Context: an optimization exercise on an open-source flow, tuned for small area. The choices shown serve that exercise and are no tape-out recipe.
Only simulation tests tie the RTL to the original design; equivalence was not proved.
Power figures rest on the tool's default switching activity, not on a simulated workload.

==> flow/design.v, too long to show whole: its modules and the start of the top module <==
// module idct_swap: 32 lines
// module idct_mac1: 1020 lines
// module idct_mac2: 1052 lines
// module idct_mac4: 564 lines
// module IDCT_all: 179 lines
module IDCT_all(seq_in, mode, clk, reset, seq_out_4, seq_out_8);
  // ...
==> flow/run.sh <==
#!/bin/bash
# synth_recipe.tcl (not shown) runs the flow's synth.tcl, then flattens the netlist and writes it again
# the make line also repeats each setting of config.mk as NAME=value (left out here)
make -C /OpenROAD-flow-scripts/flow DESIGN_CONFIG=/design/flow/config.mk WORK_HOME=/design/flow/orfs CLKGATE_MAP_FILE= SYNTH_SCRIPT=/design/flow/synth_recipe.tcl finish
==> flow/config.mk <==
export PLATFORM = sky130hd
export DESIGN_NAME = IDCT_all
export DESIGN_NICKNAME = IDCT_all
export VERILOG_FILES = /design/flow/design.v
export SDC_FILE = /design/flow/constraint.sdc
export NUM_CORES = 8
export LEC_CHECK = 0
export CAP_MARGIN = 20
export CORE_MARGIN = 2
export CORE_UTILIZATION = 45
export CTS_BUF_LIST = sky130_fd_sc_hd__clkbuf_2 sky130_fd_sc_hd__clkbuf_4 sky130_fd_sc_hd__clkbuf_8
export SLEW_MARGIN = 20
==> flow/constraint.sdc <==
create_clock -name core_clock -period 10.0 [get_ports {clk}]
set_input_delay 2.0000 -clock core_clock [delete_from_list [all_inputs] [get_ports {clk}]]
set_output_delay 2.0000 -clock core_clock [all_outputs]
set_load 0.01 [all_outputs]
==> run summary, run 1 <==
- Clock Network Area Fraction: under 10%
- Status: finished clean
- DR iter-0 viols: 3431
- Via count: 49600
- Nonclk buf count: 157
- Synth-to-layout area growth: 12.4%
- Non-clock buffering overhead: 1.43%
- Multi-input gate area: roughly 36000 µm²
- Clock Sinks: roughly 2200
- Most frequent cells in the layout: dfxtp_1, fa_1, inv_1
- Clock root buffer: clkbuf_8
- Final Hold Fails: 0
- Max Cap Viol: 0
- Placed Instances: between 9000 and 10000
- Setup violators final: 0
- P_clk: 7.98 mW
- Top cells by count, synth: dfxtp_1, fa_1, inv_1, nand2_1, nor2_1
- GRT overflow: 0
- Yosys reg bits: 2179
- Filler cell count: 16300
- Reg-to-reg startpoint: s8p[0]
- Grt met1 use: between 20% and 30%
- Final cell count without fillers: 10300
- Setup TNS: 0 ps
- Regs by FF count: sw8c.line (448), z8b (336), sw8b.line (224)
- Avg Cell Area, Syn: about 11 µm²
- Comb group: ~7.6 mW
- Crit-path leading delay family: adder cells
- Slew Viols, Final: 0
- Kind of critical path: flip-flop to flip-flop
- Post-Synth Simple-Gate Area: under 10%
- Buffer depth of the longest clock path: 4
==> run 2: changes to the inputs <==
--- a/flow/config.mk
+++ b/flow/config.mk
@@ -8,5 +8,4 @@
 export CAP_MARGIN = 20
 export CORE_MARGIN = 2
 export CORE_UTILIZATION = 45
-export CTS_BUF_LIST = sky130_fd_sc_hd__clkbuf_2 sky130_fd_sc_hd__clkbuf_4 sky130_fd_sc_hd__clkbuf_8
 export SLEW_MARGIN = 20
==> run 2 against run 1 <==
  * Still clean on timing, DRC and antenna
  * Synthesized area is the same
  * Sequential power about the same
  * Die area stayed put
  * Non-clock buffer count unchanged
  * Largest cell class unchanged
  * Largest power group unchanged
==> run summary, run 2 <==
- Yosys reg bits: 2179 (unchanged)
- Element type at the critical path start: flip-flop (unchanged)
- CP max stage cell: fa_1 (unchanged)
- Post-synth top area cell: dfxtp_1 (unchanged)
- Synth Area in XOR/XNOR: 3.68% (unchanged)
- Gates resized, CTS repair: 0 (unchanged)
- Setup TNS: 0 ps (unchanged)
- Max Cap Viol: 0 (unchanged)
- Post-Synth Simple-Gate Area: 8.15% (unchanged)
- Status: finished clean (unchanged)
- Final #Nets: 8160 (was 8302)
- Die footprint: 190000 µm² (unchanged)
- VDD IR-drop max: 0.326 mV (about the same)
- CP bufs+invs: 1 (unchanged)
- Kind of critical path: flip-flop to flip-flop (unchanged)
- Most common cell after layout, fill and taps aside: dfxtp_1 (unchanged)
- Post-synthesis sequential area ratio: 51.9% (unchanged)
- Top-count cell post-synth: dfxtp_1 (unchanged)
- Via count: 48900 (was 49600)
- Final Cycle Share: 88.4% (was 88.2%)
- Crit path required time: 10710 ps (was 10880 ps)
- Synth-to-layout area growth: 12.4% (about the same)
- Num CTS Buffers: 212 (was 354)
- Post-Route WL: 162000 µm (was 164000 µm)
- Largest register FFs: 448 (unchanged)
- Worst hold path type: flip-flop to flip-flop (unchanged)
- Adder-Cell Fraction of Synth Area: 17.7% (unchanged)
- R2r worst-path depth: 25 (unchanged)
- Avg Cell Area, Syn: 11.4 µm² (unchanged)
- First-pass GRT wire length: 267000 µm (was 270000 µm)
- CTS tree: built (unchanged)
- Clock root buffer: clkbuf_16 (was clkbuf_8)
- Routed length per instance: 16.1 µm (was 15.9 µm)
- Starting Density: 45.3% (unchanged)
- Clock Sinks: 2179 (unchanged)
- Post-CTS Setup Inserts: 0 (unchanged)
- RSZ-0062 raised after global routing: false (unchanged)
- Max Clock Skew: 57.3 ps (was 80.2 ps)
- Crit-path most repeated cell: fa_1 (unchanged)
- IO Port Bufs: 68 (unchanged)
- Worst EP arrival: 9550 ps (was 9700 ps)
- Final Hold Fails: 0 (unchanged)
- DR iter-0 viols: 3426 (was 3431)
- Cell Rows: 158 (unchanged)
- Area share of the largest cell type after synthesis: 51.8% (unchanged)
- Crit path max fanout: 12 (unchanged)
- Synth warnings: 17 (unchanged)
- Multiplexer share of the synthesized area: 4.98% (unchanged)
- Hold Buf Count CTS: 0 (unchanged)
- Post-Syn Instances: 7376 (unchanged)
- Static Leakage: 39.9 nW (was 40.2 nW)
- Layout cell share with drive strength beyond 1: 9.85% (was 12.8%)
- Drc violations: 0 (unchanged)
- Setup violators final: 0 (unchanged)
- CP endpoint kind: flip-flop (unchanged)
- Total power divided by cell area: 304 nW/µm² (was 300 nW/µm²)
- Buffer depth of the longest clock path: 3 (was 4)
- Pin count of the biggest net entering global routing: 97 (unchanged)
- Post-synth design cell area: 84100 µm² (unchanged)
- Hold Path Depth: 0 (unchanged)
- Skew-Pair Late Insertion Delay: 840 ps (was 1020 ps)
- Post-synthesis async set-or-reset flop share: 0% (unchanged)
- Crit-path leading delay family: adder cells (unchanged)
- Core Area: 186000 µm² (unchanged)
- Die Y: 436 µm (unchanged)
- EDFF count, synth: 1 (unchanged)
- Slowest stage delay, CP: 540 ps (about the same)
- Fmax: 0.113 GHz (about the same)
- Most flop-heavy register: sw8c.line (unchanged)
- Synth Area in Compound Gates: 8.50% (unchanged)
- DR vias/cell: 4.87 (was 4.84)
- Final instance area: 94600 µm² (about the same)
- GRT overflow: 0 (unchanged)
- Levels on crit path: 25 (unchanged)
- First-pass detailed-route iteration total: 6 (was 8)
- Vias in the first global route: 49000 (was 50400)
- Worst slew margin: 25.4% (about the same)
- ANT nets after route: 0 (unchanged)
- Dominant cells by area after synthesis: dfxtp_1, fa_1, inv_1 (unchanged)
- DIE WIDTH: 436 µm (unchanged)
- Top cells by count, synth: dfxtp_1, fa_1, inv_1, nand2_1, nor2_1 (unchanged)
- Main combinational cell family by area after synthesis: adder cells (unchanged)
- Regs by FF count: sw8c.line (448), z8b (336), sw8b.line (224) (unchanged)
- Post-DP Area: 87000 µm² (unchanged)
- Total GRT Usage: 17.2% (was 17.4%)
- Min Hold Slack: 279 ps (was 269 ps)
- Slew Viols, Final: 0 (unchanged)
- H-Tree Level Count: 4 (was 5)
- Dominant synthesized flop cell: dfxtp_1 (unchanged)
- Syn_nets: 8163 (unchanged)
- Most frequent cells in the layout: dfxtp_1, fa_1, inv_1 (unchanged)
- I/O pin count: 78 (unchanged)
- Gpl congestion: 0.861 (unchanged)
- Synth cell types: 91 (unchanged)
- Post-layout min period: 8840 ps (was 8820 ps)
- CTS clk-pin slew, worst paths: 60 ps (about the same)
- Tightest Pin Transition: 1120 ps (about the same)
- DP HPWL: 112000 µm (unchanged)
- Antenna violations before repair: 2 (was 3)
-- run 2: routing by layer --
layer	track usage [%]	part of all wire, %
met1	25.0	48
met2	26.3	44
met3	2.96	5.1
met4	4.95	2.4
met5	0	0
-- run 2: path summary, 6_finish.rpt --
check | startpoint | to | slack [ps]
min | sw8b.line[3][14] | sw8b.line[4][14] | 280
max | s8p[0] | pass2.a1[12] | 1160
min reg2reg | sw8b.line[3][14] | sw8b.line[4][14] | 280
max reg2reg | s8p[0] | pass2.a1[12] | 1160
-- run 2: cell families (layout without fill, tap and decap cells) --
group / Yosys count / after routing
fa+ha+maj: 759 / 759
xor+xnor: 353 / 353
buf+inv: 1095 / 1273
flops: 2179 / 2179
other cells: 0 / 1
mux: 392 / 392
simple gates: 1461 / 1461
compound gates: 1137 / 1137
-- run 2: final cells by class --
| cell class | instances | area [µm²] |
|---|---|---|
| timing repair buffer | 157 | 1350 |
| sequential | 2179 | 43700 |
| antenna | 1 | 2.50 |
| clock buffer | 285 | 6000 |
| fill | 16300 | 91100 |
| multi-input combinational | 4102 | 36200 |
| inverter | 721 | 2710 |
| tap | 2480 | 3100 |
| clock inverter | 110 | 1580 |
-- run 2: power breakdown --
part	switching [mW]	internal (mW)
registers	1.00	11.7
clock network	3.42	4.96
logic	4.23	3.43
-- run 2: per-stage QoR --
stage	power [mW]	cells	setup slack, ps	util (%)
floorplan	18.3	7376	1910	-
global placement	20.2	9638	1260	46.9
detailed placement	20.6	9639	1130	46.9
CTS	29.1	10000	1140	50.9
global route	30.9	10000	728	50.9
finish	28.7	10000	1160	50.9

==> what the ideal ports hide <==
In the flow no input, the clock included, has a driving cell. The finished layouts below were timed again as built, in two steps. Step 1 assumes that a clkbuf_16 drives the clock port and a buf_2 every other input. Step 2 adds t to the input delays and takes it off the output delays; t is the mean of the earliest and latest rising clock arrival at the registers after step 1. Input paths then give back, and output paths get back, about the clock's delay inside the block. a / b / c = ideal / step 1 / step 2; a / b = the first two.
run | t (ns) | setup slack, ns | worst data-port slew with drivers (ns)
run 1 | 1.051 | 1.178 / 1.178 / 1.178 | 0.05
run 2 | 0.892 | 1.159 / 1.159 / 1.159 | 0.05
After both steps setup and hold are still met in every run listed.
